From an optimization exercise on the open Yosys and OpenROAD flow, aimed at small area and a short achievable clock period; shortcuts taken in it are not production practice.
In this exercise RTL edits were held to simulation tests only and were not proved equivalent to the original.
No driver is modelled on the clock port, so clocking that relies on it looks cheaper here than on a real chip.
Power is estimated from default activity; no workload was simulated.

==> flow/design.v <==
module ALU_DESIGN #(parameter DW = 8, CW = 4)(INP_VALID,OPA,OPB,CIN,CLK,RST,CMD,CE,MODE,COUT,OFLOW,RES,G,E,L,ERR);
  input [DW-1:0] OPA,OPB;
  input CLK,RST,CE,MODE,CIN;
  input [CW-1:0] CMD;
  input [1:0] INP_VALID;
  output reg [DW+1:0] RES;
  output reg COUT;
  output reg OFLOW;
  output reg G;
  output reg E;
  output reg L;
  output reg ERR;
  reg [7:0] A, B;
  reg [3:0] C;
  reg [4:0] W;
  reg VA, VB;
  reg [7:0] P, Q;
  always @(posedge CLK) begin
    if (INP_VALID[0]) A <= OPA;
    if (INP_VALID[1]) B <= OPB;
    if (|INP_VALID) C <= CMD;
  end
  always @(posedge CLK) begin
    if (RST) begin
      VA <= 1'b0;
      VB <= 1'b0;
    end else begin
      if (INP_VALID[0]) VA <= 1'b1;
      if (INP_VALID[1]) VB <= 1'b1;
    end
  end
  always @(posedge CLK) begin
    if (|INP_VALID)
      W[3:0] <= 4'd0;
    else if ((VA ^ VB) && !W[4])
      W[3:0] <= W[3:0] + 4'd1;
  end
  always @(posedge CLK) begin
    if (RST || (|INP_VALID))
      W[4] <= 1'b0;
    else if ((VA ^ VB) && (&W[3:0]))
      W[4] <= 1'b1;
  end
  wire timeout_err = !RST && W[4] && (INP_VALID == 2'b10 || (INP_VALID == 2'b01 && VB));
  wire c0  = (C == 4'd0);
  wire c1  = (C == 4'd1);
  wire c2  = (C == 4'd2);
  wire c3  = (C == 4'd3);
  wire c4  = (C == 4'd4);
  wire c5  = (C == 4'd5);
  wire c6  = (C == 4'd6);
  wire c7  = (C == 4'd7);
  wire c8  = (C == 4'd8);
  wire c9  = (C == 4'd9);
  wire c10 = (C == 4'd10);
  wire c11 = (C == 4'd11);
  wire c12 = (C == 4'd12);
  wire c13 = (C == 4'd13);
  wire xa    = C[3] ? C[0] : ~(C[2] & C[1]);
  wire x1    = ~C[3] & C[2] & C[1] & ~C[0];
  wire xp    = C[3] & C[1] & ~C[0];
  wire ybsel = ~C[3] & ~(C[2] & ~C[1]);
  wire yinv  = ~C[2] & C[0];
  wire y1    = ~C[3] & C[2] & ~C[1] & C[0];
  wire ci    = c1 | c7 | c10 | (c2 & CIN) | (c3 & ~CIN);
  wire [7:0] xl = ({8{xa}} & A) | ({8{xp}} & P) | {8{x1}};
  wire [7:0] yl = ({8{ybsel}} & (B ^ {8{yinv}})) | {8{y1}} | ({8{xp}} & ~Q);
  wire xh = x1;
  wire yh = (ybsel & yinv) | y1 | xp;
  wire [9:0] xx = {xh, xh, xl};
  wire [9:0] yy = {yh, yh, yl};
  wire [9:0] sxy = xx + yy;
  wire [9:0] pr = xx ^ yy;
  wire [9:0] cxy = sxy ^ pr;
  wire [9:0] pa;
  genvar gp;
  generate for (gp = 0; gp < 10; gp = gp + 1) begin : g_pa
    if (gp == 0) begin : g0
      assign pa[0] = 1'b1;
    end else begin : gn
      assign pa[gp] = &pr[gp-1:0];
    end
  end endgenerate
  wire [9:0] sum = pr ^ (cxy | (pa & {10{ci}}));
  wire a_lt_b = A < B;
  wire a_eq_b = A == B;
  wire [63:0] pp;
  genvar gi, gj;
  generate for (gi = 0; gi < 8; gi = gi + 1) begin : g_pp
    for (gj = 0; gj < 8; gj = gj + 1) begin : g_ppj
      assign pp[gi*8+gj] = P[gi] & Q[gj];
    end
  end endgenerate
  wire t1 = pp[6] ^ pp[13];
  wire t2 = pp[6] & pp[13];
  wire t3 = pp[7] ^ pp[14] ^ pp[21];
  wire t4 = (pp[7] & pp[14]) | (pp[7] & pp[21]) | (pp[14] & pp[21]);
  wire t5 = pp[28] ^ pp[35];
  wire t6 = pp[28] & pp[35];
  wire t7 = pp[15] ^ pp[22] ^ pp[29];
  wire t8 = (pp[15] & pp[22]) | (pp[15] & pp[29]) | (pp[22] & pp[29]);
  wire t9 = pp[36] ^ pp[43];
  wire t10 = pp[36] & pp[43];
  wire t11 = pp[23] ^ pp[30] ^ pp[37];
  wire t13 = pp[4] ^ pp[11];
  wire t14 = pp[4] & pp[11];
  wire t15 = pp[5] ^ pp[12] ^ pp[19];
  wire t16 = (pp[5] & pp[12]) | (pp[5] & pp[19]) | (pp[12] & pp[19]);
  wire t17 = pp[26] ^ pp[33];
  wire t18 = pp[26] & pp[33];
  wire t19 = pp[20] ^ pp[27] ^ pp[34];
  wire t20 = (pp[20] & pp[27]) | (pp[20] & pp[34]) | (pp[27] & pp[34]);
  wire t21 = pp[41] ^ pp[48] ^ t1;
  wire t22 = (pp[41] & pp[48]) | (pp[41] & t1) | (pp[48] & t1);
  wire t23 = pp[42] ^ pp[49] ^ pp[56];
  wire t24 = (pp[42] & pp[49]) | (pp[42] & pp[56]) | (pp[49] & pp[56]);
  wire t25 = t3 ^ t5 ^ t2;
  wire t26 = (t3 & t5) | (t3 & t2) | (t5 & t2);
  wire t27 = pp[50] ^ pp[57] ^ t7;
  wire t28 = (pp[50] & pp[57]) | (pp[50] & t7) | (pp[57] & t7);
  wire t29 = t9 ^ t4 ^ t6;
  wire t30 = (t9 & t4) | (t9 & t6) | (t4 & t6);
  wire t31 = pp[44] ^ pp[51] ^ pp[58];
  wire t33 = t11 ^ t8 ^ t10;
  wire t35 = pp[3] ^ pp[10];
  wire t36 = pp[3] & pp[10];
  wire t37 = pp[18] ^ pp[25] ^ pp[32];
  wire t38 = (pp[18] & pp[25]) | (pp[18] & pp[32]) | (pp[25] & pp[32]);
  wire t39 = pp[40] ^ t15 ^ t17;
  wire t40 = (pp[40] & t15) | (pp[40] & t17) | (t15 & t17);
  wire t41 = t19 ^ t21 ^ t16;
  wire t42 = (t19 & t21) | (t19 & t16) | (t21 & t16);
  wire t43 = t23 ^ t25 ^ t20;
  wire t44 = (t23 & t25) | (t23 & t20) | (t25 & t20);
  wire t45 = t27 ^ t29 ^ t24;
  wire t46 = (t27 & t29) | (t27 & t24) | (t29 & t24);
  wire t47 = t31 ^ t33 ^ t28;
  wire t49 = pp[2] ^ pp[9];
  wire t50 = pp[2] & pp[9];
  wire t51 = pp[17] ^ pp[24] ^ t35;
  wire t52 = (pp[17] & pp[24]) | (pp[17] & t35) | (pp[24] & t35);
  wire t53 = t13 ^ t37 ^ t36;
  wire t54 = (t13 & t37) | (t13 & t36) | (t37 & t36);
  wire t55 = t14 ^ t39 ^ t38;
  wire t56 = (t14 & t39) | (t14 & t38) | (t39 & t38);
  wire t57 = t18 ^ t41 ^ t40;
  wire t58 = (t18 & t41) | (t18 & t40) | (t41 & t40);
  wire t59 = t22 ^ t43 ^ t42;
  wire t60 = (t22 & t43) | (t22 & t42) | (t43 & t42);
  wire t61 = t26 ^ t45 ^ t44;
  wire t62 = (t26 & t45) | (t26 & t44) | (t45 & t44);
  wire t63 = t30 ^ t47 ^ t46;
  wire [9:0] mr1 = {t63, t61, t59, t57, t55, t53, t51, pp[16], pp[1], pp[0]};
  wire [9:0] mr2 = {t62, t60, t58, t56, t54, t52, t50, t49, pp[8], 1'b0};
  wire [9:0] prod = mr1 + mr2;
  wire [7:0] pinc, qinc;
  genvar gq;
  generate for (gq = 0; gq < 8; gq = gq + 1) begin : g_inc
    if (gq == 0) begin : g0
      assign pinc[0] = ~A[0];
      assign qinc[0] = ~B[0];
    end else begin : gn
      assign pinc[gq] = A[gq] ^ (&A[gq-1:0]);
      assign qinc[gq] = B[gq] ^ (&B[gq-1:0]);
    end
  end endgenerate
  wire lt0 = c1 | c3 | c5 | c6 | c7;
  wire lt1 = c1 | c4 | c6;
  wire lt2 = c1 | c4 | c7 | c8;
  wire lt3 = c0 | c5 | c8;
  wire [7:0] lfun = (A & B & {8{lt3}}) | (A & ~B & {8{lt2}}) | (~A & B & {8{lt1}}) | (~A & ~B & {8{lt0}});
  wire [7:0] lres = lfun |
      ({8{c9}}  & {A[6:0], 1'b0}) |
      ({8{c10 | c11}} & {B[6:0], 1'b0}) |
      {7'd0, c2 & (|A) & (|B)};
  wire s0 = B[0];
  wire s1 = B[1] ^ (C[0] & B[0]);
  wire s2 = B[2] ^ (C[0] & (B[1] | B[0]));
  wire [7:0] r1 = s0 ? {A[6:0], A[7]} : A;
  wire [7:0] r2 = s1 ? {r1[5:0], r1[7:6]} : r1;
  wire [7:0] r3 = s2 ? {r2[3:0], r2[7:4]} : r2;
  wire [7:0] lrot = (c12 | c13) ? r3 : 8'd0;
  wire [9:0] ares =
      ({10{~C[3] | c10}} & sum) |
      ({10{c9}} & prod);
  wire [9:0] res_n = MODE ? ares : {2'b00, lres | lrot};
  wire cout_n  = MODE & (c0 | c2) & sum[8];
  wire oflow_n = MODE & (c1 | c3) & a_lt_b;
  wire e_n     = MODE & c8 & a_eq_b;
  wire g_n     = MODE & c8 & ~a_lt_b & ~a_eq_b;
  wire l_n     = MODE & c8 & a_lt_b;
  wire err_n   = ~MODE & c12 & (|B[7:4]);
  wire upd = CE & (RST | (VA & VB));
  always @(posedge CLK) begin
    if (upd) begin
      RES   <= RST ? 10'd0 : res_n;
      COUT  <= !RST & cout_n;
      OFLOW <= !RST & oflow_n;
      G     <= !RST & g_n;
      E     <= !RST & e_n;
      L     <= !RST & l_n;
    end
  end
  always @(posedge CLK) begin
    if (timeout_err)
      ERR <= 1'b1;
    else if (upd)
      ERR <= !RST & err_n;
  end
  wire pq_upd = CE & (RST | (VA & VB & MODE & (c9 | c10)));
  always @(posedge CLK) begin
    if (pq_upd) begin
      P <= RST ? 8'd0 : (c9 ? pinc : {A[6:0], 1'b0});
      Q <= RST ? 8'd0 : (c9 ? qinc : B);
    end
  end
endmodule
==> flow/flow/run.sh <==
#!/bin/bash
# Layout flow: the standard ORFS flow (standard.sh), with two changes:
#  - synthesis is the standard script (synth_recipe.tcl, ORFS synth.tcl) except
#    that full/half-adder extraction is off (ADDER_MAP_FILE empty) and the
#    final ABC mapping runs flow/syn.abc instead of ORFS's speed script;
#    the registers are unchanged (same passes up to dfflibmap);
#  - the port buffers are sky130_fd_sc_hd__buf_2 cells instead of the
#    default delay cells;
#  - after CTS, flow/skew.tcl delays the clock of the output registers
#    (useful skew for the register-to-register paths into them).
set -uo pipefail
W=$(pwd)
{
  head -n 1 synth_recipe.tcl
  cat <<EOT
proc abc {args} {
  set i [lsearch \$args -script]
  lset args [expr {\$i + 1}] $W/flow/syn.abc
  puts "flow/run.sh: abc \$args"
  yosys abc {*}\$args
}
EOT
  tail -n +2 synth_recipe.tcl
} > my_synth.tcl
bash standard.sh SYNTH_SCRIPT=$W/my_synth.tcl ADDER_MAP_FILE= \
  "BUFFER_PORTS_ARGS=-buffer_cell sky130_fd_sc_hd__buf_2" \
  POST_CTS_TCL=$W/flow/skew.tcl finish > flow_standard.log 2>&1
rc=$?
cp -r orfs/logs flow_orfs_logs 2>/dev/null
exit $rc
==> flow/flow/skew.tcl <==
# Useful skew between registers: the output registers (RES and the flags)
# get their clock later than the registers that feed them (the second
# group, P and Q, has an empty chain here). Each group of
# target registers on one clock-tree leaf net gets a chain of delay cells.
proc skew_esc {s} { return [string map {[ \\[ ] \\]} $s] }
set skew_rx [list {^(RES\[[0-9]+\]|COUT|OFLOW|G|E|L|ERR)\$_} {^(P|Q)\[[0-9]+\]\$_}]
set skew_chain [list {sky130_fd_sc_hd__clkdlybuf4s25_1 sky130_fd_sc_hd__clkbuf_4} {}]
array unset skew_grp
foreach cell [get_cells *] {
  set name [get_full_name $cell]
  for {set gi 0} {$gi < 2} {incr gi} {
    if {[regexp [lindex $skew_rx $gi] $name]} {
      set pin [get_pins -quiet "[skew_esc $name]/CLK"]
      if {$pin eq ""} { continue }
      set net [get_full_name [get_nets -of_objects $pin]]
      lappend skew_grp([list $net $gi]) $pin
    }
  }
}
set nins 0
foreach key [lsort [array names skew_grp]] {
  lassign $key net gi
  set chain [lindex $skew_chain $gi]
  set curnet $net
  foreach bc $chain {
    set pins $skew_grp($key)
    insert_buffer -buffer_cell $bc -net [get_nets [skew_esc $curnet]] -load_pins $pins
    incr nins
    set curnet [get_full_name [get_nets -of_objects [lindex $pins 0]]]
  }
  puts "skew: group $gi on $net: [llength $skew_grp($key)] registers, now on $curnet"
}
puts "skew: inserted $nins cells"
# The skew must not be what makes the input paths meet timing: from here on
# the repair sees CIN and MODE, whose paths end mostly at the delayed
# registers, arriving later by more than the skew.
set_input_delay 1.65 -clock [get_clocks core_clock] [get_ports {CIN MODE}]
detailed_placement
estimate_parasitics -placement
repair_timing_helper
detailed_placement
check_placement -verbose
==> flow/flow/syn.abc <==
strash
dch
map -D 2000
strash
dch
map -D 2000
topo
buffer -c
upsize -c -D 2000
dnsize -c -D 2000
stime -c
==> flow/standard.sh <==
#!/bin/bash
# synth_recipe.tcl (not shown) runs the flow's synth.tcl, then flattens the netlist and writes it again
# the make line also repeats each setting of config.mk as NAME=value (left out here)
make -C /OpenROAD-flow-scripts/flow DESIGN_CONFIG=/design/flow/config.mk WORK_HOME=/design/flow/orfs CLKGATE_MAP_FILE= SYNTH_SCRIPT=/design/flow/synth_recipe.tcl "${@:-finish}"
==> flow/config.mk <==
export PLATFORM = sky130hd
export DESIGN_NAME = ALU_DESIGN
export DESIGN_NICKNAME = ALU_DESIGN
export VERILOG_FILES = /design/flow/design.v
export SDC_FILE = /design/flow/constraint.sdc
export NUM_CORES = 4
export LEC_CHECK = 0
export CAP_MARGIN = 20
export CORE_MARGIN = 2
export CORE_UTILIZATION = 40
export SETUP_SLACK_MARGIN = 2.3
export SLEW_MARGIN = 20
==> flow/constraint.sdc <==
create_clock -name core_clock -period 5.0 [get_ports {CLK}]
set_input_delay 1.0000 -clock core_clock [delete_from_list [all_inputs] [get_ports {CLK}]]
set_output_delay 1.0000 -clock core_clock [all_outputs]
set_load 0.01 [all_outputs]
==> impl_metrics.ini, run 1 <==
[outcome]
status = complete, no violations

[setup_path]
reg2reg_setup_slack_ps = 2500
rr_worst_depth = 14
start_kind = input pin
worstPathMaxFanout = 11
critical_path_class = input pin to register
worstSetupEndpointType = register
crit_required_ps = 5580
crit_arrival_ps = 3270

[timing]
skew_ps = 405.5
setup_viol = 0
fmax_ghz = 0.3711
slew_viol_final = 0
period_share = 0.5389
rsz0062_at_grt = yes
tightest_slew_ps = 644.4
timing.hold.ws_ps = 226.2
fin_crit_ps = 2694
tns_ps = 0
max_slew_margin = 0.5688
hold_viol = 0

[global_route]
track_usage = 0.2539
grt_pass1_vias = 5528
grt_pass1_wl_um = 29160
antenna_found_initial = 0
grt_max_degree = 23
grt_overflow = 0

[routing]
first_pass_iters = 5
drtIter0Drc = 537
vias = 5929
antenna_left = 0
drc = 0
viasPerCell = 5.500
wl_per_cell_um = 16.79
wl_um = 18100

[synth]
synth_edf_count = 51
syn_area_sq_um = 5538
synth-main-ff-cell = edfxtp_1
yosysTopAreaCell = edfxtp_1
ys_seq_elements = 59
synth_top_family_by_area = simple AND/OR/NAND/NOR gates
synth_fp_nets = 828
yosysTopAreaCellShare = 0.2765
synth_xor_area_frac = 0.05807
yosysWarningCount = 1
ys_seq_area_frac = 0.3055
synth_area_leaders = edfxtp_1 28%, nand2_1 12%, nor2_1 7.4%, inv_1 6.0%, a21oi_1 4.4%
synth.distinct_cells = 61
synth_mux_area_frac = 0.01446
synthArstFlopShare = 0
synth-simple-area-share = 0.3269
netlist_instances = 801
syn_area_per_cell_sq_um = 6.914
synth_compound_area_frac = 0.2099
synth-adder-area-share = 0

[placed_design]
dp_hpwl_um = 13360
port_buffers = 42
gp_congestion = 1.058

[flow_run]
max-cap-violations = 0

[power]
p_total_mw = 2.125
irDropWorstVdd_uv = 152.5
p_leak_nw = 3.109
p_per_area_nw_per_um2 = 307.0

[layout]
final_nets = 924
synthToLayoutAreaGrowth_pct = 25.01
diodes = 0
layout-drive-gt1-share = 0.2439
mostFrequentLayoutCell = nand2_1
fillCellCount = 1312
final_cell_mix = 172 x nand2_1, 104 x nor2_1, 82 x inv_1

[clock_network]
clock_latency_ps = 730
path_clk_slew_ps = 60
clock_sinks = 59
cts_tree = built

[die]
dieArea_sq_um = 14800
core_sq_um = 13400
fp.dieW_um = 121.7
rows = 42
start_util = 0.4133
ios = 43
die_h_um = 121.7

[min_path]
min_path_type = register to register
min_path_cells = 2
## metal layers
metal | vias up | track usage | wire length, um
met2 | 243 | 0.4213 | 8451
met3 | 37 | 0.04916 | 1238
met5 | - | 0 | 0
li1 | 2952 | - | -
met4 | 0 | 0.06753 | 323
met1 | 2697 | 0.3398 | 8083
## flip-flops by register name (all words and copies together), names as in the netlist
| register | flops |
|---|---|
| COUT | 1 |
| A | 8 |
| VB | 1 |
| ERR | 1 |
| L | 1 |
| C | 4 |
| B | 8 |
| W | 5 |
| RES | 10 |
| G | 1 |
| Q | 8 |
| VA | 1 |
| OFLOW | 1 |
| P | 8 |
| E | 1 |
## cell type report
cell class	count	area [sq um]	share of cell area
repair buffers	95	634.4	0.09163
flip-flops and latches	59	1692	0.2444
well taps	176	220.2	0.03181
multi-input cells	623	3618	0.5227
inverters	101	387.9	0.05603
clock inverters	7	75.07	0.01084
## final timing paths
path | from | endpoint
max | MODE | RES[8]$_SDFFCE_PP0P_
min | W[4]$_SDFFE_PP0P_ | ERR$_SDFFE_PP1P_
max reg2reg | Q[4]$_SDFFCE_PP0P_ | RES[8]$_SDFFCE_PP0P_
min reg2reg | W[4]$_SDFFE_PP0P_ | ERR$_SDFFE_PP1P_
## through the flow
| step | utilization | instances | worst slack (ps) | cell area [sq um] |
|---|---|---|---|---|
| floorplan | - | 801 | 2355 | 5542 |
| global placement | 0.4399 | 1003 | 1928 | 5894 |
| global route | 0.5166 | 1078 | 2245 | 6923 |
| finish | 0.5166 | 1078 | 2306 | 6923 |
| detailed placement | 0.4399 | 1003 | 1919 | 5894 |
## critical path, cell delays in order
cell and delay [ps]:
buf_2 280, clkinv_2 260, nor2_1 350, inv_1 190
nor2_1 290, nand3_2 130, o22ai_1 110
## cells in the mapped netlist, types with 10 or more instances
cell type / count
nand2_1: 179
nor2_1: 109
inv_1: 88
edfxtp_1: 51
a21oi_1: 49
o21ai_0: 45
nand3_1: 37
nor3_1: 17
xor2_1: 17
nand2_2: 16
xnor2_1: 16
o22ai_1: 13
inv_2: 12
clkbuf_1: 10
nand3_2: 10
## cell families (layout without fill, tap and decap cells)
logic type | count (synthesis) | count (layout)
muxes | 8 | 8
xor gates and xnor gates | 35 | 35
and+or+nand+nor | 400 | 400
buffers and inverters | 119 | 220
DFF | 59 | 59
AOI/OAI and AO/OA | 180 | 180
## report_power, final
| group | internal, mW | switching (mW) | total [mW] |
|---|---|---|---|
| Clock | 0.467 | 0.270 | 0.737 |
| Sequential | 0.573 | 0.0384 | 0.611 |
| Combinational | 0.295 | 0.481 | 0.777 |
==> run 2: changes to the inputs <==
--- a/flow/flow/run.sh
+++ b/flow/flow/run.sh
@@ -26,2 +26,3 @@
   "BUFFER_PORTS_ARGS=-buffer_cell sky130_fd_sc_hd__buf_2" \
+  "CTS_ARGS=-sink_clustering_enable -repair_clock_nets -dont_use_dummy_load" \
   POST_CTS_TCL=$W/flow/skew.tcl finish > flow_standard.log 2>&1
==> run 2 against run 1 <==
Against the previous run: first-iteration DRC count fell by 2.6%; flip-flop and latch count did not move; global-route usage fell by 0.15 points; critical endpoint unchanged; largest power group unchanged.
==> impl_metrics.ini, run 2 <==
[outcome]
status = complete, no violations

[timing]
tightest_slew_ps = 824.7
period_share = 0.5479
fin_crit_ps = 2739
hold_viol = 0
fmax_ghz = 0.3651
setup_viol = 0
tns_ps = 0
slew_viol_final = 0
skew_ps = 406.7
max_slew_margin = 0.4496
rsz0062_at_grt = yes

[setup_path]
critical_path_class = input pin to register
cp_slowest_stage_delay_ps = 410
reg2reg_setup_slack_ps = 2450
worst_path_max_delay_cell = a2111o_1
worstPathMaxFanout = 4
rr_worst_depth = 18
crit_required_ps = 5460
rr_startpoint = C[0]$_DFFE_PP_
path_cells = buf_8, a21oi_2, a2111o_1, nand2_1, inv_2, nand3_4, o21ai_2, a21oi_2, or2_1, nand3_2, nand2_2, nand2_2, nand3_2, o22ai_1
start_kind = input pin
worstSetupEndpointType = register
r2r-end = RES[6]$_SDFFCE_PP0P_
crit_arrival_ps = 3200

[die]
core_sq_um = 13400
rows = 42
fp.dieW_um = 121.7
ios = 43
dieArea_sq_um = 14800
die_h_um = 121.7
start_util = 0.4133

[power]
p_total_mw = 2.002
p_per_area_nw_per_um2 = 291.6
irDropWorstVdd_uv = 146.7
p_leak_nw = 3.072

[placed_design]
gp_congestion = 1.058
port_buffers = 42
dp_hpwl_um = 13360

[clock_network]
cts_tree = built
clock_sinks = 59
clock_latency_ps = 720
path_clk_slew_ps = 70

[synth]
synth_area_leaders = edfxtp_1 28%, nand2_1 12%, nor2_1 7.4%, inv_1 6.0%, a21oi_1 4.4%
synth_edf_count = 51
synth_fp_nets = 828
synth-main-ff-cell = edfxtp_1
ys_seq_area_frac = 0.3055
syn_area_per_cell_sq_um = 6.914
yosysTopAreaCell = edfxtp_1
synth.distinct_cells = 61
synth_common_cells = 179 x nand2_1, 109 x nor2_1, 88 x inv_1
netlist_instances = 801
synth.most_common_cell = nand2_1
synthArstFlopShare = 0
yosysWarningCount = 1
syn_area_sq_um = 5538
ys_seq_elements = 59
yosysTopAreaCellShare = 0.2765

[routing]
antenna_left = 0
wl_um = 18130
drc = 0
vias = 5870
viasPerCell = 5.486
drtIter0Drc = 523
wl_per_cell_um = 16.94
first_pass_iters = 6

[layout]
largest_reg_flops = 10
regMostFlops = RES
mostFrequentLayoutCell = nand2_1
utilization = 0.5123
synthToLayoutAreaGrowth_pct = 23.97
diodes = 0
final_nets = 923
final_cell_mix = 171 x nand2_1, 104 x nor2_1, 84 x inv_1
layout-drive-gt1-share = 0.2360

[global_route]
grt_max_degree = 23
grt_pass1_wl_um = 29040
grt_pass1_vias = 5544
antenna_found_initial = 0
grt_overflow = 0
track_usage = 0.2524

[min_path]
hold_path_end = ERR$_SDFFE_PP1P_
min_from = W[4]$_SDFFE_PP0P_
min_path_cells = 2
min_path_type = register to register

[flow_run]
max-cap-violations = 0
## run 2: cell counts after synthesis
Identical to the previous run, type by type.
## run 2: layout make-up
type                       count  area [sq um]
fill                        1326          6535
inverter                     101         390.4
multi-input combinational    623          3637
sequential                    59          1692
tap                          176         220.2
timing repair buffer          94         630.6
## run 2: logic make-up after synthesis
kind of cell	after synthesis	synth area share
DFF	59	0.3055
muxes	8	0.01446
AOI/OAI and AO/OA	180	0.2099
buffers and inverters	119	0.08518
xor gates and xnor gates	35	0.05806
and+or+nand+nor	400	0.3269
## run 2: how the worst max path moves through the flow
stage | from | to | slack [ps] | cells past startpoint
2_1_floorplan | P[1]$_SDFFCE_PP0P_ | RES[9]$_SDFFCE_PP0P_ | 2360 | 20
5_1_grt | CIN | RES[8]$_SDFFCE_PP0P_ | 2190 | 14
3_5_place_dp | C[0]$_DFFE_PP_ | RES[8]$_SDFFCE_PP0P_ | 1920 | 17
3_3_place_gp | C[3]$_DFFE_PP_ | RES[8]$_SDFFCE_PP0P_ | 1930 | 19
6_report | CIN | RES[8]$_SDFFCE_PP0P_ | 2260 | 14
## run 2: through the flow
| step | cell area [sq um] | hold WS [ps] | std cells | setup slack, ps |
|---|---|---|---|---|
| 2_1_floorplan | 5542 | 443.4 | 801 | 2355 |
| 3_3_place_gp | 5894 | 466.2 | 1003 | 1928 |
| 3_5_place_dp | 5894 | 471.3 | 1003 | 1919 |
| 5_1_grt | 6865 | 251.0 | 1070 | 2194 |
| 6_report | 6865 | 223.9 | 1070 | 2261 |
## run 2: critical path: cells and delay by family
family,cells,cell delay [ps]
compound gates,5,740
simple gates,7,640
buf+inv,2,130
## run 2: power breakdown
part,total (mW),switching [mW],internal (mW)
Clock,0.614,0.223,0.391
Sequential,0.610,0.0368,0.573
Combinational,0.778,0.487,0.292
## run 2: metal layers
layer / vias to the layer above / track usage / wire length, um
li1: 2927 / - / -
met1: 2659 / 0.3385 / 7984
met2: 236 / 0.4129 / 8438
met3: 48 / 0.04541 / 1241
met4: 0 / 0.08261 / 464
met5: - / 0 / 0
==> run 3: changes to the inputs <==
--- a/flow/flow/run.sh
+++ b/flow/flow/run.sh
@@ -26,3 +26,3 @@
   "BUFFER_PORTS_ARGS=-buffer_cell sky130_fd_sc_hd__buf_2" \
-  "CTS_ARGS=-sink_clustering_enable -repair_clock_nets -dont_use_dummy_load" \
+  "CTS_ARGS=-sink_clustering_enable -repair_clock_nets -sink_clustering_size 60 -sink_clustering_max_diameter 300 -dont_use_dummy_load" \
   POST_CTS_TCL=$W/flow/skew.tcl finish > flow_standard.log 2>&1
==> run 3 against run 2 <==
Against the previous run: die area did not move; core utilization stayed put; critical path type unchanged; design area is the same; routed wire length is the same; cell count unchanged; still clean on timing, DRC and antenna; fmax unchanged; worst hold slack is the same; flip-flop and latch count is the same; power unchanged; via count unchanged; sequential share of layout area unchanged; area after synthesis stayed put.
==> impl_metrics.ini, run 3 <==
[global_route]
grt_overflow = 0
busiest_layer = met2
use_met3 = 0.04541
grt_max_degree = 23
antenna_found_initial = 0
grt_pass1_vias = 5544
use_met2 = 0.4129
track_usage = 0.2524
met1_usage = 0.3385
grt_pass1_wl_um = 29040

[placed_design]
placed_area_sq_um = 5894
gp_congestion = 1.058
place_ws_ps = 1919
port_buffers = 42
dp_hpwl_um = 13360
dp_cells = 1003

[min_path]
min_path_type = register to register
min_from = W[4]$_SDFFE_PP0P_
min_path_cells = 2

[synth]
synth_edf_count = 51
synth_area_leaders = edfxtp_1 28%, nand2_1 12%, nor2_1 7.4%, inv_1 6.0%, a21oi_1 4.4%
yosysTopAreaCellShare = 0.2765
syn_area_per_cell_sq_um = 6.914
syn_area_sq_um = 5538
synth-main-ff-cell = edfxtp_1
yosysWarningCount = 1
synth.most_common_cell = nand2_1
synthArstFlopShare = 0
yosysTopAreaCell = edfxtp_1
ys_seq_elements = 59
netlist_instances = 801
synth.distinct_cells = 61
synth_common_cells = 179 x nand2_1, 109 x nor2_1, 88 x inv_1
ys_seq_area_frac = 0.3055
synth_fp_nets = 828

[flow_run]
max-cap-violations = 0

[setup_path]
crit_arrival_ps = 3200
crit_required_ps = 5460
rr_worst_depth = 18
start_kind = input pin
critical_path_class = input pin to register
worstPathMaxFanout = 4
rr_startpoint = C[0]$_DFFE_PP_
worstSetupEndpointType = register
crit_path_start = CIN

[layout]
regMostFlops = RES
diodes = 0
final_cell_mix = 171 x nand2_1, 104 x nor2_1, 84 x inv_1
fillCellCount = 1326
final_nets = 923
multi_input_area_sq_um = 3637
mostFrequentLayoutCell = nand2_1
fin_area_sq_um = 6865
layout-drive-gt1-share = 0.2360
synthToLayoutAreaGrowth_pct = 23.97
largest_reg_flops = 10
ff_latch_area_sq_um = 1692
utilization = 0.5123
layout.cells.non_filler = 1070

[die]
start_util = 0.4133
die_h_um = 121.7
rows = 42
ios = 43
fp.dieW_um = 121.7
core_sq_um = 13400
dieArea_sq_um = 14800

[timing]
tightest_slew_ps = 824.7
slew_viol_final = 0
fmax_ghz = 0.3651
setup_viol = 0
max_slew_margin = 0.4496
worst_slack_ps = 2261
fin_crit_ps = 2739
skew_ps = 406.7
hold_viol = 0
period_share = 0.5479
tns_ps = 0
rsz0062_at_grt = yes

[routing]
viasPerCell = 5.486
vias = 5870
wl_per_cell_um = 16.94
wl_um = 18130
antenna_left = 0
drc = 0
first_pass_iters = 6
drtIter0Drc = 523

[clock_network]
cts_tree = built
clock_latency_ps = 720
clock_sinks = 59
path_clk_slew_ps = 70

[outcome]
status = complete, no violations

[power]
p_per_area_nw_per_um2 = 291.6
irDropWorstVdd_uv = 146.7
p_leak_nw = 3.072
[run 3: cell counts in the layout (fill, tap and decap cells not counted)]
No cell type changed its count.
[run 3: logic make-up after synthesis]
group | Yosys count | share of synthesized area
mux | 8 | 0.01446
xor+xnor | 35 | 0.05806
simple gates | 400 | 0.3269
compound gates | 180 | 0.2099
flops | 59 | 0.3055
buf+inv | 119 | 0.08518
[run 3: worst paths after layout]
path | slack (ps) | end
setup / recovery | 2260 | RES[8]$_SDFFCE_PP0P_
hold / removal | 220 | ERR$_SDFFE_PP1P_
setup reg to reg | 2450 | RES[6]$_SDFFCE_PP0P_
hold reg to reg | 220 | ERR$_SDFFE_PP1P_
[run 3: critical path, cell delays in order]
cell and delay (ps):
buf_8 70, a21oi_2 40, a2111o_1 410, nand2_1 80, inv_2 60, nand3_4 70
o21ai_2 70, a21oi_2 150, or2_1 160, nand3_2 80, nand2_2 90, nand2_2 50
nand3_2 110, o22ai_1 70
[run 3: final cells by class]
cell class / count / share of cell area
multi-input combinational: 623 / 0.5298
inverter: 101 / 0.05686
timing repair buffer: 94 / 0.09185
sequential: 59 / 0.2464
tap: 176 / 0.03208
[run 3: metrics by stage]
stage / hold slack (ps) / total power [mW]
detailed placement: 471.3 / 1.271
finish: 223.9 / 2.002
global route: 251.0 / 2.108
floorplan: 443.4 / 1.113
global placement: 466.2 / 1.272
[run 3: where the power goes]
part           switching, mW  leakage, nW  internal, mW
Sequential            0.0368        0.564         0.573
Combinational          0.487         2.36         0.292
Clock                  0.223        0.144         0.391
Total                  0.746         3.07          1.26
[run 3: routing by layer]
metal / up-vias / part of all wire
met2: 236 / 0.47
met5: - / 0
met1: 2659 / 0.44
met3: 48 / 0.068
met4: 0 / 0.026
li1: 2927 / -
==> run 4: changes to the inputs <==
--- a/flow/flow/run.sh
+++ b/flow/flow/run.sh
@@ -26,3 +26,2 @@
   "BUFFER_PORTS_ARGS=-buffer_cell sky130_fd_sc_hd__buf_2" \
-  "CTS_ARGS=-sink_clustering_enable -repair_clock_nets -sink_clustering_size 60 -sink_clustering_max_diameter 300 -dont_use_dummy_load" \
   POST_CTS_TCL=$W/flow/skew.tcl finish > flow_standard.log 2>&1
--- a/flow/flow/skew.tcl
+++ b/flow/flow/skew.tcl
@@ -6,3 +6,3 @@
 set skew_rx [list {^(RES\[[0-9]+\]|COUT|OFLOW|G|E|L|ERR)\$_} {^(P|Q)\[[0-9]+\]\$_}]
-set skew_chain [list {sky130_fd_sc_hd__clkdlybuf4s25_1 sky130_fd_sc_hd__clkbuf_4} {}]
+set skew_chain [list {sky130_fd_sc_hd__clkdlybuf4s50_1 sky130_fd_sc_hd__clkbuf_4} {}]
 array unset skew_grp
--- a/flow/config.mk
+++ b/flow/config.mk
@@ -10,3 +10,3 @@
 export CORE_UTILIZATION = 40
-export SETUP_SLACK_MARGIN = 2.3
+export SETUP_SLACK_MARGIN = 2.5
 export SLEW_MARGIN = 20
==> run 4 against run 3 <==
Against the previous run: global-route usage increased by 0.80 points; largest power group unchanged; register-to-register slack improved by 240 ps; critical path depth decreased by 13; die area unchanged; largest cell class unchanged; core utilization increased by 1.6 points; worst hold slack got worse by 220 ps; critical path type is now register to primary output; critical endpoint is now RES[7]; synthesized cell count unchanged; still clean; combinational power increased by 4.2%; routed wire length increased by 3.2%; worst setup slack improved by 220 ps.
==> impl_metrics.ini, run 4 <==
[routing]
wl_um = 18710
drc = 0
vias = 6109
antenna_left = 0
drtIter0Drc = 675
wl_per_cell_um = 17.25
viasPerCell = 5.630
first_pass_iters = 6

[timing]
hold_viol = 0
setup_viol = 0
max_slew_margin = 0.5551
tns_ps = 0
rsz0062_at_grt = yes
slew_viol_final = 0
fmax_ghz = 0.3967
period_share = 0.5042
tightest_slew_ps = 661.2
fin_crit_ps = 2521
skew_ps = 637.5

[layout]
regMostFlops = RES
mostFrequentLayoutCell = nand2_1
largest_reg_flops = 10
final_nets = 931
diodes = 0
fillCellCount = 1340
ff_latch_area_sq_um = 1692
layout-drive-gt1-share = 0.2596
final_cell_mix = 169 x nand2_1, 101 x nor2_1, 78 x inv_1
synthToLayoutAreaGrowth_pct = 27.81
multi_input_area_sq_um = 3706
utilization = 0.5282

[power]
p_total_mw = 2.106
p_leak_nw = 3.137
p_per_area_nw_per_um2 = 297.6
irDropWorstVdd_uv = 244.2

[synth]
synth.distinct_cells = 61
synthArstFlopShare = 0
syn_area_per_cell_sq_um = 6.914
synth_mux_area_frac = 0.01446
synth_fp_nets = 828
synth_compound_area_frac = 0.2099
synth_edf_count = 51
synth-adder-area-share = 0
netlist_instances = 801
yosysWarningCount = 1
synth-main-ff-cell = edfxtp_1
synth.most_common_cell = nand2_1
synth_top_family_by_area = simple AND/OR/NAND/NOR gates
ys_seq_elements = 59
synth-simple-area-share = 0.3269
syn_area_sq_um = 5538
synth_area_leaders = edfxtp_1 28%, nand2_1 12%, nor2_1 7.4%, inv_1 6.0%, a21oi_1 4.4%
yosysTopAreaCellShare = 0.2765
yosysTopAreaCell = edfxtp_1
ys_seq_area_frac = 0.3055
synth_common_cells = 179 x nand2_1, 109 x nor2_1, 88 x inv_1
synth_xor_area_frac = 0.05807

[placed_design]
port_buffers = 42
gp_congestion = 1.002
dp_hpwl_um = 13470

[die]
start_util = 0.4133
dieArea_sq_um = 14800
core_sq_um = 13400
rows = 42
ios = 43
die_h_um = 121.7
fp.dieW_um = 121.7

[setup_path]
path_cells = buf_2
worstSetupEndpointType = primary output
start_kind = register
worst_path_max_delay_cell = edfxtp_1
critical_path_class = register to primary output
crit_required_ps = 4000
cpLargestDelayFamily = flip-flops
crit_arrival_ps = 1520
cp_slowest_stage_delay_ps = 400
crit_buf_inv = 1
worstPathMaxFanout = 1

[clock_network]
cts_tree = built
clock_latency_ps = 970
path_clk_slew_ps = 80
clock_sinks = 59

[min_path]
min_path_type = register to register

[flow_run]
max-cap-violations = 0

[global_route]
antenna_found_initial = 0
grt_pass1_wl_um = 29680
track_usage = 0.2604
busiest_layer = met2
grt_max_degree = 18
use_met2 = 0.4368
grt_pass1_vias = 5887
grt_overflow = 0
met1_usage = 0.3239
use_met3 = 0.04775

[outcome]
status = complete, no violations
-- run 4: cell counts after synthesis --
No cell type changed its count.
-- run 4: logic make-up (layout without fill, tap and decap cells) --
group / after synthesis / after routing
AOI/OAI and AO/OA: 180 / 180
xor gates and xnor gates: 35 / 35
buffers and inverters: 119 / 227
and+or+nand+nor: 400 / 400
DFF: 59 / 59
muxes: 8 / 8
-- run 4: metal layers --
metal  share of wire  up-vias  routed length [um]
met5               0        -                   0
met4           0.038        0                 711
met3           0.072       64                1339
met2            0.47      288                8826
met1            0.42     2802                7834
li1                -     2955                   -
-- run 4: final cells by class, without the clock buffers --
class / count / share of cell area
clock inverter: 5 / 0.007601
inverter: 101 / 0.05568
multi-input combinational: 623 / 0.5236
sequential: 59 / 0.2390
tap: 176 / 0.03111
timing repair buffer: 103 / 0.1016
timing repair inverter: 1 / 0.001061
-- run 4: path summary, 6_finish.rpt --
path	startpoint	end	slack [ps]	depth (start not counted)
max	RES[7]$_SDFFCE_PP0P_	RES[7]	2480	1
min	W[4]$_SDFFE_PP0P_	ERR$_SDFFE_PP1P_	3	2
max reg2reg	C[1]$_DFFE_PP_	P[5]$_SDFFCE_PP0P_	2690	10
min reg2reg	W[4]$_SDFFE_PP0P_	ERR$_SDFFE_PP1P_	3	2
-- run 4: report_power, final --
| part | leakage (nW) | internal, mW | switching, mW |
|---|---|---|---|
| combinational | 2.41 | 0.302 | 0.509 |
| sequential | 0.564 | 0.573 | 0.0361 |
| clock | 0.159 | 0.448 | 0.238 |
-- run 4: per-stage QoR --
stage | setup slack [ps] | instances | hold WS [ps] | instance area [sq um]
finish | 2479 | 1085 | 3.373 | 7078
global route | 2415 | 1085 | 8.091 | 7078
detailed placement | 1946 | 1003 | 469.1 | 5911
global placement | 2003 | 1003 | 467.6 | 5911
floorplan | 2355 | 801 | 443.4 | 5562
==> run 5: changes to the inputs <==
--- a/flow/flow/run.sh
+++ b/flow/flow/run.sh
@@ -26,2 +26,3 @@
   "BUFFER_PORTS_ARGS=-buffer_cell sky130_fd_sc_hd__buf_2" \
+  "CTS_ARGS=-sink_clustering_enable -repair_clock_nets -dont_use_dummy_load" \
   POST_CTS_TCL=$W/flow/skew.tcl finish > flow_standard.log 2>&1
--- a/flow/flow/skew.tcl
+++ b/flow/flow/skew.tcl
@@ -36,3 +36,3 @@
 # registers, arriving later by more than the skew.
-set_input_delay 1.65 -clock [get_clocks core_clock] [get_ports {CIN MODE}]
+set_input_delay 1.85 -clock [get_clocks core_clock] [get_ports {CIN MODE}]
 detailed_placement
--- a/flow/config.mk
+++ b/flow/config.mk
@@ -10,3 +10,3 @@
 export CORE_UTILIZATION = 40
-export SETUP_SLACK_MARGIN = 2.5
+export SETUP_SLACK_MARGIN = 2.35
 export SLEW_MARGIN = 20
==> run 5 against run 4 <==
Against the previous run: global-route usage is 0.66 points lower; area after synthesis stayed put; fmax is 5.0% lower; die area stayed put; clock skew is 3.1 ps higher; routed wire length is 2.8% lower; power is 3.8% lower; first-iteration DRC count is 23% lower; flip-flop and latch count stayed put; critical path type is now input pin to register; cell count is 1.0% lower.
==> impl_metrics.ini, run 5 <==
[outcome]
status = complete, no violations

[setup_path]
cp_slowest_stage_delay_ps = 390
worst_path_max_delay_cell = a2111o_1
start_kind = input pin
critical_path_class = input pin to register
path_common_cell = nand2_1
path_cells = buf_6, a2111o_1, nand2_1, inv_2, nor2_4, nor2_1, nor2_1, xnor2_1, nand2_1, o311ai_1, nand2_1, a31oi_1
crit_buf_inv = 2
crit_arrival_ps = 3420
worstSetupEndpointType = register
worstPathMaxFanout = 3
cpLargestDelayFamily = compound AO/OA/AOI/OAI gates
crit_required_ps = 5770

[timing]
hold_viol = 0
tightest_slew_ps = 822.5
fin_crit_ps = 2655
setup_viol = 0
skew_ps = 640.5
period_share = 0.5310
tns_ps = 0
fmax_ghz = 0.3767
slew_viol_final = 0
max_slew_margin = 0.4511
rsz0062_at_grt = yes

[global_route]
antenna_found_initial = 0
grt_pass1_wl_um = 29210
grt_pass1_vias = 5568
busiest_layer = met2
use_met2 = 0.4140
use_met3 = 0.04167
met1_usage = 0.3426
track_usage = 0.2538
grt_max_degree = 23
grt_overflow = 0

[synth]
synthArstFlopShare = 0
synth-adder-area-share = 0
syn_area_sq_um = 5538
synth_common_cells = 179 x nand2_1, 109 x nor2_1, 88 x inv_1
yosysTopAreaCell = edfxtp_1
synth-simple-area-share = 0.3269
synth_area_leaders = edfxtp_1 28%, nand2_1 12%, nor2_1 7.4%, inv_1 6.0%, a21oi_1 4.4%
synth_edf_count = 51
synth_top_family_by_area = simple AND/OR/NAND/NOR gates
yosysWarningCount = 1
synth-main-ff-cell = edfxtp_1
ys_seq_elements = 59
ys_seq_area_frac = 0.3055
yosysTopAreaCellShare = 0.2765
synth_fp_nets = 828
netlist_instances = 801
syn_area_per_cell_sq_um = 6.914
synth_mux_area_frac = 0.01446
synth_compound_area_frac = 0.2099
synth.most_common_cell = nand2_1
synth.distinct_cells = 61
synth_xor_area_frac = 0.05807

[layout]
layout-drive-gt1-share = 0.2416
ff_latch_area_sq_um = 1692
regMostFlops = RES
largest_reg_flops = 10
final_nets = 927
mostFrequentLayoutCell = nand2_1
fillCellCount = 1312
diodes = 0
multi_input_area_sq_um = 3645
synthToLayoutAreaGrowth_pct = 24.81
final_cell_mix = 171 x nand2_1, 103 x nor2_1, 84 x inv_1
utilization = 0.5158

[clock_network]
clock_sinks = 59
path_clk_slew_ps = 50
clock_latency_ps = 950
cts_tree = built

[placed_design]
gp_congestion = 1.058
dp_hpwl_um = 13360
port_buffers = 42

[power]
irDropWorstVdd_uv = 146.6
p_per_area_nw_per_um2 = 293.2
p_total_mw = 2.026
p_leak_nw = 3.090

[routing]
wl_per_cell_um = 16.94
antenna_left = 0
drtIter0Drc = 521
vias = 5984
viasPerCell = 5.572
wl_um = 18190
first_pass_iters = 6
drc = 0

[die]
fp.dieW_um = 121.7
rows = 42
dieArea_sq_um = 14800
core_sq_um = 13400
die_h_um = 121.7
ios = 43
start_util = 0.4133

[min_path]
min_path_type = register to register

[flow_run]
max-cap-violations = 0
## run 5: metal layers
layer / share of wire / wire, um
met5: 0 / 0
met4: 0.025 / 460
met3: 0.068 / 1245
met2: 0.47 / 8470
met1: 0.44 / 8013
## run 5: layout make-up
| class | instances | share of cell area |
|---|---|---|
| inverters | 101 | 0.05648 |
| multi-input cells | 623 | 0.5273 |
| flip-flops and latches | 59 | 0.2447 |
| well taps | 176 | 0.03186 |
| repair buffers | 98 | 0.09685 |
## run 5: tightest hold or removal path: cells and delay by family, from the launching register on
family                 cells  cell delay (ps)
DFF                        1              320
and+or+nand+nor            2              170
AOI/OAI and AO/OA          2              160
buffers and inverters      1               50
## run 5: cells by family (layout without fill, tap and decap cells)
family                 count (synthesis)  after routing
AO/OA/AOI/OAI                        180            180
multiplexers                           8              8
flip-flops                            59             59
buffers and inverters                119            216
XOR/XNOR                              35             35
AND/OR/NAND/NOR                      400            400
## run 5: per-stage QoR
step | hold WS, ps | instances | worst slack, ps | instance area, sq um
2_1_floorplan | 443.4 | 801 | 2355 | 5542
3_3_place_gp | 466.2 | 1003 | 1928 | 5894
3_5_place_dp | 471.3 | 1003 | 1919 | 5894
5_1_grt | 183.1 | 1074 | 2295 | 6912
6_report | 117.2 | 1074 | 2345 | 6912
## run 5: path summary, 6_finish.rpt
| check | from | end | slack (ps) | depth (start not counted) |
|---|---|---|---|---|
| setup / recovery | CIN | RES[2]$_SDFFCE_PP0P_ | 2350 | 12 |
| hold / removal | VA$_SDFFE_PP0P_ | ERR$_SDFFE_PP1P_ | 120 | 5 |
| setup reg to reg | C[2]$_DFFE_PP_ | Q[7]$_SDFFCE_PP0P_ | 2630 | 12 |
| hold reg to reg | VA$_SDFFE_PP0P_ | ERR$_SDFFE_PP1P_ | 120 | 5 |
## run 5: power breakdown
part           switching [mW]  internal, mW
clock                   0.222         0.402
combinational           0.491         0.301
sequential             0.0369         0.573
==> run 6: changes to the inputs <==
--- a/flow/config.mk
+++ b/flow/config.mk
@@ -10,3 +10,3 @@
 export CORE_UTILIZATION = 40
-export SETUP_SLACK_MARGIN = 2.35
+export SETUP_SLACK_MARGIN = 2.45
 export SLEW_MARGIN = 20
==> run 6 against run 5 <==
Against the previous run: still clean on timing, DRC and antenna; clock power is 2% lower; clock skew down 29 ps; synthesized cell count unchanged; design area rose by 1.9%; sequential power hardly changed; combinational power grew 4.3%; via count decreased by 0.33%; highest routed layer unchanged.
==> impl_metrics.ini, run 6 <==
[outcome]
status = complete, no violations

[clock_network]
clock_sinks = 59
path_clk_slew_ps = 80
cts_tree = built
clock_latency_ps = 940

[layout]
final_cell_mix = 165 x nand2_1, 97 x nor2_1, 79 x inv_1
diodes = 0
fillCellCount = 1325
synthToLayoutAreaGrowth_pct = 27.23
final_nets = 931
layout.cells.non_filler = 1078
mostFrequentLayoutCell = nand2_1
largest_reg_flops = 10
regMostFlops = RES
layout-drive-gt1-share = 0.2727

[synth]
netlist_instances = 801
synth_fp_nets = 828
synth-main-ff-cell = edfxtp_1
yosysWarningCount = 1
ys_seq_elements = 59
yosysTopAreaCellShare = 0.2765
syn_area_sq_um = 5538
synthArstFlopShare = 0
synth_edf_count = 51
synth_area_leaders = edfxtp_1 28%, nand2_1 12%, nor2_1 7.4%, inv_1 6.0%, a21oi_1 4.4%
synth_common_cells = 179 x nand2_1, 109 x nor2_1, 88 x inv_1
ys_seq_area_frac = 0.3055
syn_area_per_cell_sq_um = 6.914
synth.most_common_cell = nand2_1
yosysTopAreaCell = edfxtp_1
synth.distinct_cells = 61

[timing]
skew_ps = 611.5
slew_viol_final = 0
setup_viol = 0
tightest_slew_ps = 624.6
fmax_ghz = 0.3708
period_share = 0.5393
hold_viol = 0
rsz0062_at_grt = yes
tns_ps = 0
max_slew_margin = 0.5798
fin_crit_ps = 2697
timing.hold.ws_ps = 39.04

[min_path]
min_path_cells = 2
min_from = W[4]$_SDFFE_PP0P_
hold_path_end = ERR$_SDFFE_PP1P_
min_path_type = register to register

[routing]
drtIter0Drc = 559
first_pass_iters = 7
wl_per_cell_um = 17.49
viasPerCell = 5.532
vias = 5964
antenna_left = 0
wl_um = 18850
drc = 0

[placed_design]
port_buffers = 42
gp_congestion = 0.9962
dp_hpwl_um = 13550
dp_cells = 1003

[setup_path]
reg2reg_setup_slack_ps = 2630
r2r-end = RES[8]$_SDFFCE_PP0P_
crit_arrival_ps = 3370
rr_startpoint = C[1]$_DFFE_PP_
crit_required_ps = 5670
start_kind = input pin
rr_worst_depth = 21
worstSetupEndpointType = register
worstPathMaxFanout = 3
critical_path_class = input pin to register

[global_route]
grt_pass1_vias = 5738
grt_pass1_wl_um = 30020
antenna_found_initial = 0
grt_max_degree = 23
grt_overflow = 0
track_usage = 0.2627

[flow_run]
max-cap-violations = 0

[die]
start_util = 0.4133
die_h_um = 121.7
core_sq_um = 13400
rows = 42
fp.dieW_um = 121.7
ios = 43
dieArea_sq_um = 14800

[power]
irDropWorstVdd_uv = 235.8
p_per_area_nw_per_um2 = 290.9
p_leak_nw = 3.127
p_total_mw = 2.049
## run 6: worst max-delay path by stage
stage	startpoint	end	slack [ps]	depth (start not counted)
after floorplan	P[1]$_SDFFCE_PP0P_	RES[9]$_SDFFCE_PP0P_	2360	20
after global placement	Q[3]$_SDFFCE_PP0P_	RES[9]$_SDFFCE_PP0P_	1980	16
after detailed placement	Q[3]$_SDFFCE_PP0P_	RES[9]$_SDFFCE_PP0P_	1950	16
after global routing	CIN	RES[8]$_SDFFCE_PP0P_	2240	13
final	CIN	RES[8]$_SDFFCE_PP0P_	2300	13
## run 6: critical path: stages
cell,delay (ps)
buf_6,100
a2111o_1,380
nand2_1,90
inv_2,60
nand3_4,80
o21ai_4,70
a21oi_2,160
or2_1,160
nand3_2,90
nand2_2,80
nand2_2,60
nand3_4,110
o22ai_1,70
## run 6: area by class of cell
class | instances | area [sq um] | area share
multi-input cells | 623 | 3757 | 0.5333
flip-flops and latches | 59 | 1692 | 0.2401
repair buffers | 102 | 689.4 | 0.09785
inverters | 101 | 391.6 | 0.05559
well taps | 176 | 220.2 | 0.03126
## run 6: kinds of logic (layout without fill, tap and decap cells)
logic type / Yosys count / after routing / share of synthesized area
muxes: 8 / 8 / 0.01446
and+or+nand+nor: 400 / 400 / 0.3269
xor gates and xnor gates: 35 / 35 / 0.05806
DFF: 59 / 59 / 0.3055
AOI/OAI and AO/OA: 180 / 180 / 0.2099
buffers and inverters: 119 / 220 / 0.08518
## run 6: through the flow
stage,utilization,setup WS [ps],instance area (sq um)
2_1_floorplan,-,2355,5552
3_3_place_gp,0.4406,1977,5904
3_5_place_dp,0.4406,1946,5904
5_1_grt,0.5258,2243,7046
6_report,0.5258,2303,7046
## run 6: where the power goes
part / total [mW] / switching [mW] / internal, mW
logic: 0.826 / 0.518 / 0.308
registers: 0.611 / 0.0373 / 0.574
clock network: 0.612 / 0.212 / 0.400
total: 2.05 / 0.767 / 1.28
## run 6: layer usage
| metal | vias up | wire length (um) | track usage |
|---|---|---|---|
| met3 | 49 | 1432 | 0.05993 |
| li1 | 2953 | - | - |
| met5 | - | 0 | 0 |
| met2 | 247 | 8838 | 0.4361 |
| met4 | 0 | 512 | 0.08118 |
| met1 | 2715 | 8064 | 0.3409 |
==> run 7: changes to the inputs <==
--- a/flow/config.mk
+++ b/flow/config.mk
@@ -10,3 +10,3 @@
 export CORE_UTILIZATION = 40
-export SETUP_SLACK_MARGIN = 2.45
+export SETUP_SLACK_MARGIN = 2.3
 export SLEW_MARGIN = 20
==> run 7 against run 6 <==
Against the previous run: still clean on timing, DRC and antenna; sequential power hardly changed; die area stayed put; routed wire length is 3.8% lower; global-route usage is 0.96 points lower; design area is 2.8% lower; clock power is 2% higher; area after synthesis stayed put; first-iteration DRC count is 13% lower; critical path depth stayed put; fmax is 1.0% higher; cell count is 0.83% lower; power is 2.2% lower.
==> impl_metrics.ini, run 7 <==
[routing]
antenna_left = 0
vias = 5902
wl_um = 18130
drc = 0
wl_per_cell_um = 16.96
first_pass_iters = 5
drtIter0Drc = 489
viasPerCell = 5.521

[synth]
ys_seq_elements = 59
synth_common_cells = 179 x nand2_1, 109 x nor2_1, 88 x inv_1
yosysTopAreaCell = edfxtp_1
synth_edf_count = 51
synth_area_leaders = edfxtp_1 28%, nand2_1 12%, nor2_1 7.4%, inv_1 6.0%, a21oi_1 4.4%
ys_seq_area_frac = 0.3055
synth.most_common_cell = nand2_1
netlist_instances = 801
synth-main-ff-cell = edfxtp_1
yosysWarningCount = 1
yosysTopAreaCellShare = 0.2765
synth_fp_nets = 828
syn_area_sq_um = 5538
synthArstFlopShare = 0
syn_area_per_cell_sq_um = 6.914
synth.distinct_cells = 61

[clock_network]
clock_latency_ps = 950
path_clk_slew_ps = 70
cts_tree = built
clock_sinks = 59

[timing]
fin_crit_ps = 2670
rsz0062_at_grt = no
worst_slack_ps = 2330
skew_ps = 632.8
max_slew_margin = 0.4422
fmax_ghz = 0.3746
setup_viol = 0
slew_viol_final = 0
hold_viol = 0
period_share = 0.5339
tns_ps = 0
tightest_slew_ps = 835.8
timing.hold.ws_ps = 118.8

[setup_path]
rr_worst_depth = 12
cpLargestDelayFamily = compound AO/OA/AOI/OAI gates
worst_path_max_delay_cell = a2111o_1
crit_required_ps = 5680
crit_path_start = CIN
reg2reg_setup_slack_ps = 2570
worstPathMaxFanout = 4
cp_slowest_stage_delay_ps = 380
worstSetupEndpointType = register
rr_startpoint = C[2]$_DFFE_PP_
cp_num_cells = 13
worstSetupEndpoint = RES[8]$_SDFFCE_PP0P_
crit_buf_inv = 2
r2r-end = Q[7]$_SDFFCE_PP0P_
crit_arrival_ps = 3350
critical_path_class = input pin to register
path_cells = buf_6, a2111o_1, nand2_1, inv_2, nand3_4, o21ai_2, a21oi_2, or2_1, nand3_2, nand2_2, nand2_2, nand3_2, o22ai_1
start_kind = input pin

[die]
rows = 42
dieArea_sq_um = 14800
core_sq_um = 13400
die_h_um = 121.7
start_util = 0.4133
ios = 43
fp.dieW_um = 121.7

[global_route]
grt_overflow = 0
grt_max_degree = 23
grt_pass1_vias = 5540
antenna_found_initial = 0
grt_pass1_wl_um = 29110
track_usage = 0.2530

[power]
irDropWorstVdd_uv = 146.6
p_leak_nw = 3.060
p_per_area_nw_per_um2 = 292.9

[outcome]
status = complete, no violations

[layout]
mostFrequentLayoutCell = nand2_1
diodes = 0
synthToLayoutAreaGrowth_pct = 23.63
utilization = 0.5109
regMostFlops = RES
largest_reg_flops = 10
layout-drive-gt1-share = 0.2340
final_nets = 922
final_cell_mix = 171 x nand2_1, 103 x nor2_1, 84 x inv_1

[placed_design]
place_ws_ps = 1919
dp_hpwl_um = 13360
port_buffers = 42
gp_congestion = 1.058

[min_path]
min_path_type = register to register

[flow_run]
max-cap-violations = 0
run 7: cell count changes in the layout (fill, tap and decap cells not counted), moves of 3 or more:
cell,delta
buf_4,-11
nand2_1,+6
nor2_1,+6
inv_1,+5
inv_2,-5
nand2_2,-5
nor2_4,-5
a21oi_2,-3
o22ai_2,-3
run 7: per-stage QoR:
stage / instance area (sq um) / cells / total power, mW
floorplan: 5542 / 801 / 1.113
finish: 6847 / 1069 / 2.005
detailed placement: 5894 / 1003 / 1.271
global route: 6847 / 1069 / 2.110
global placement: 5894 / 1003 / 1.272
run 7: cells by family (layout without fill, tap and decap cells):
| group | after synthesis | count (layout) | share of synthesized area |
|---|---|---|---|
| and+or+nand+nor | 400 | 400 | 0.3269 |
| AOI/OAI and AO/OA | 180 | 180 | 0.2099 |
| buffers and inverters | 119 | 211 | 0.08518 |
| DFF | 59 | 59 | 0.3055 |
| xor gates and xnor gates | 35 | 35 | 0.05806 |
| muxes | 8 | 8 | 0.01446 |
run 7: worst min-delay path: stages (launching register included):
cell and delay [ps]:
dfxtp_1 310, inv_1 50, nor2_1 60, nor2_1 110
o21ai_0 90, o21ai_0 70
run 7: layer usage:
metal	vias to the layer above	wire, um	global-route usage
li1	2933	-	-
met1	2675	7966	0.3420
met2	241	8375	0.4119
met3	53	1247	0.04167
met4	0	541	0.08621
met5	-	0	0
run 7: final cells by class:
class                           instances  area [sq um]
Timing Repair Buffer                   93         624.3
Sequential cell                        59          1692
Fill cell                            1326          6554
Multi-Input combinational cell        623          3625
Tap cell                              176         220.2
Inverter                              101         390.4
run 7: power by group:
| group | total [mW] | switching (mW) | leakage, nW | internal, mW |
|---|---|---|---|---|
| clock | 0.625 | 0.223 | 0.145 | 0.402 |
| sequential | 0.610 | 0.0366 | 0.564 | 0.573 |
| combinational | 0.770 | 0.484 | 2.35 | 0.286 |
| total | 2.01 | 0.744 | 3.06 | 1.26 |
run 7: worst min path at each step:
stage | slack [ps] | end | depth (start not counted) | startpoint
2_1_floorplan | 440 | W[2]$_SDFFE_PP0P_ | 1 | W[2]$_SDFFE_PP0P_
3_3_place_gp | 470 | W[2]$_SDFFE_PP0P_ | 1 | W[2]$_SDFFE_PP0P_
3_5_place_dp | 470 | W[3]$_SDFFE_PP0P_ | 2 | W[3]$_SDFFE_PP0P_
5_1_grt | 180 | ERR$_SDFFE_PP1P_ | 5 | VA$_SDFFE_PP0P_
6_report | 120 | ERR$_SDFFE_PP1P_ | 5 | VA$_SDFFE_PP0P_
==> run 8: changes to the inputs <==
--- a/flow/config.mk
+++ b/flow/config.mk
@@ -9,3 +9,3 @@
 export CORE_MARGIN = 2
-export CORE_UTILIZATION = 40
+export CORE_UTILIZATION = 45
 export SETUP_SLACK_MARGIN = 2.3
==> run 8 against run 7 <==
Against the previous run: still clean; global-route usage increased by 4.9 points; core utilization increased by 5.9 points; routed wire length increased by 5.5%; first-iteration DRC count increased by 11%; critical path type unchanged; largest power group unchanged; highest routed layer unchanged.
==> impl_metrics.ini, run 8 <==
[synth]
synth_top_family_by_area = simple AND/OR/NAND/NOR gates
synth_area_leaders = edfxtp_1 28%, nand2_1 12%, nor2_1 7.4%, inv_1 6.0%, a21oi_1 4.4%
netlist_instances = 801
synth_fp_nets = 828
synth_edf_count = 51
synth-main-ff-cell = edfxtp_1
ys_seq_area_frac = 0.3055
synth_common_cells = 179 x nand2_1, 109 x nor2_1, 88 x inv_1
yosysWarningCount = 1
syn_area_sq_um = 5538
synth_mux_area_frac = 0.01446
synth-simple-area-share = 0.3269
yosysTopAreaCell = edfxtp_1
synth.most_common_cell = nand2_1
synth-adder-area-share = 0
yosysTopAreaCellShare = 0.2765
synthArstFlopShare = 0
synth_xor_area_frac = 0.05807
syn_area_per_cell_sq_um = 6.914
synth_compound_area_frac = 0.2099
synth.distinct_cells = 61
ys_seq_elements = 59

[routing]
vias = 6049
viasPerCell = 5.805
first_pass_iters = 6
wl_per_cell_um = 18.36
drc = 0
wl_um = 19140
antenna_left = 0
drtIter0Drc = 545

[power]
p_per_area_nw_per_um2 = 292.5
irDropWorstVdd_uv = 189.5
p_leak_nw = 3.078

[layout]
layout-drive-gt1-share = 0.2514
largest_reg_flops = 10
final_nets = 924
diodes = 0
regMostFlops = RES
mostFrequentLayoutCell = nand2_1
synthToLayoutAreaGrowth_pct = 23.59
utilization = 0.5698
final_cell_mix = 169 x nand2_1, 100 x nor2_1, 81 x inv_1

[timing]
period_share = 0.5391
timing.hold.ws_ps = 45.03
hold_viol = 0
tns_ps = 0
worst_slack_ps = 2305
max_slew_margin = 0.4441
slew_viol_final = 0
skew_ps = 640.1
fmax_ghz = 0.3710
fin_crit_ps = 2695
tightest_slew_ps = 833.0
rsz0062_at_grt = yes
setup_viol = 0

[setup_path]
crit_path_start = CIN
rr_startpoint = C[2]$_DFFE_PP_
critical_path_class = input pin to register
worstSetupEndpointType = register
rr_worst_depth = 8
crit_arrival_ps = 3480
crit_required_ps = 5780
r2r-end = P[1]$_SDFFCE_PP0P_
worstSetupEndpoint = RES[2]$_SDFFCE_PP0P_
worstPathMaxFanout = 3
reg2reg_setup_slack_ps = 2560
start_kind = input pin

[die]
die_h_um = 114.9
ios = 43
core_sq_um = 12010
start_util = 0.4610
dieArea_sq_um = 13210
fp.dieW_um = 114.9
rows = 40

[global_route]
grt_pass1_wl_um = 30710
grt_max_degree = 23
track_usage = 0.3024
grt_pass1_vias = 5921
grt_overflow = 0
antenna_found_initial = 0

[flow_run]
max-cap-violations = 0

[clock_network]
path_clk_slew_ps = 50
cts_tree = built
clock_latency_ps = 970
clock_sinks = 59

[outcome]
status = complete, no violations

[placed_design]
dp_hpwl_um = 14270
port_buffers = 42
place_ws_ps = 1798
gp_congestion = 0.9911

[min_path]
min_path_type = register to register
## run 8: layout make-up
| cell class | count | area (sq um) |
|---|---|---|
| inverters | 101 | 391.6 |
| well taps | 147 | 183.9 |
| flip-flops and latches | 59 | 1692 |
| fillers | 1132 | 5167 |
| repair buffers | 95 | 626.9 |
| multi-input cells | 623 | 3655 |
## run 8: report_power, final
group | internal (mW) | switching (mW) | total (mW) | leakage (nW)
logic | 0.284 | 0.500 | 0.784 | 2.37
registers | 0.574 | 0.0365 | 0.610 | 0.564
clock network | 0.400 | 0.207 | 0.607 | 0.145
total | 1.26 | 0.744 | 2.00 | 3.08
## run 8: per-layer routing
metal,track usage,wire length (um),vias to the layer above
li1,-,-,2927
met1,0.3599,7835,2809
met2,0.5243,9415,250
met3,0.05430,1088,63
met4,0.1518,794,0
met5,0,0,-
## run 8: logic make-up after synthesis
kind of cell / Yosys count
buffers and inverters: 119
AOI/OAI and AO/OA: 180
DFF: 59
xor gates and xnor gates: 35
muxes: 8
and+or+nand+nor: 400
## run 8: through the flow
stage	power, mW	instance area [sq um]	std cells
5_1_grt	2.120	6844	1042
2_1_floorplan	1.113	5542	801
3_5_place_dp	1.282	5853	973
6_report	2.002	6844	1042
3_3_place_gp	1.273	5853	973
## run 8: critical path, stage by stage
cell,delay (ps)
buf_2,120
a2111o_1,390
nand2_1,100
inv_2,60
nor2_2,130
nor2_1,50
nor2_1,140
xnor2_1,150
nand2_1,80
o311ai_1,130
nand2_1,120
a31oi_2,150
## run 8: how the worst min path moves through the flow
stage | start | end | slack (ps) | cells past startpoint
after floorplan | W[2]$_SDFFE_PP0P_ | W[2]$_SDFFE_PP0P_ | 440 | 1
after global placement | W[3]$_SDFFE_PP0P_ | W[3]$_SDFFE_PP0P_ | 460 | 2
after detailed placement | W[3]$_SDFFE_PP0P_ | W[3]$_SDFFE_PP0P_ | 470 | 2
final | W[4]$_SDFFE_PP0P_ | ERR$_SDFFE_PP1P_ | 50 | 2
after global routing | W[4]$_SDFFE_PP0P_ | ERR$_SDFFE_PP1P_ | 90 | 2

-- what the ideal ports hide --
Ports are ideal in the flow. The routed layout listed here was re-timed in OpenROAD.
Step 1 assumes that a clkbuf_16 drives the clock port and a buf_2 every other input.
Step 2, shift: input delay + t, output delay - t, t = (earliest + latest rising clock arrival at the registers) / 2. This alone moves slack from input paths to output paths.
Three values: ideal, step 1, step 2; two values: the first two.
run: run 4
shift t [ns]: 0.692
slack for setup (ns): 2.479 / 2.438 / 2.263
latest minus earliest clock arrival (ns): 0.637 / 0.637
pins driven straight from the clock port: 1
Clock arrivals are far apart in run 4, so t is only a midpoint there and step 2 fits no single register. The setup slack of run 4 moves by -0.041 ns with the drivers and by -0.216 ns with both steps.
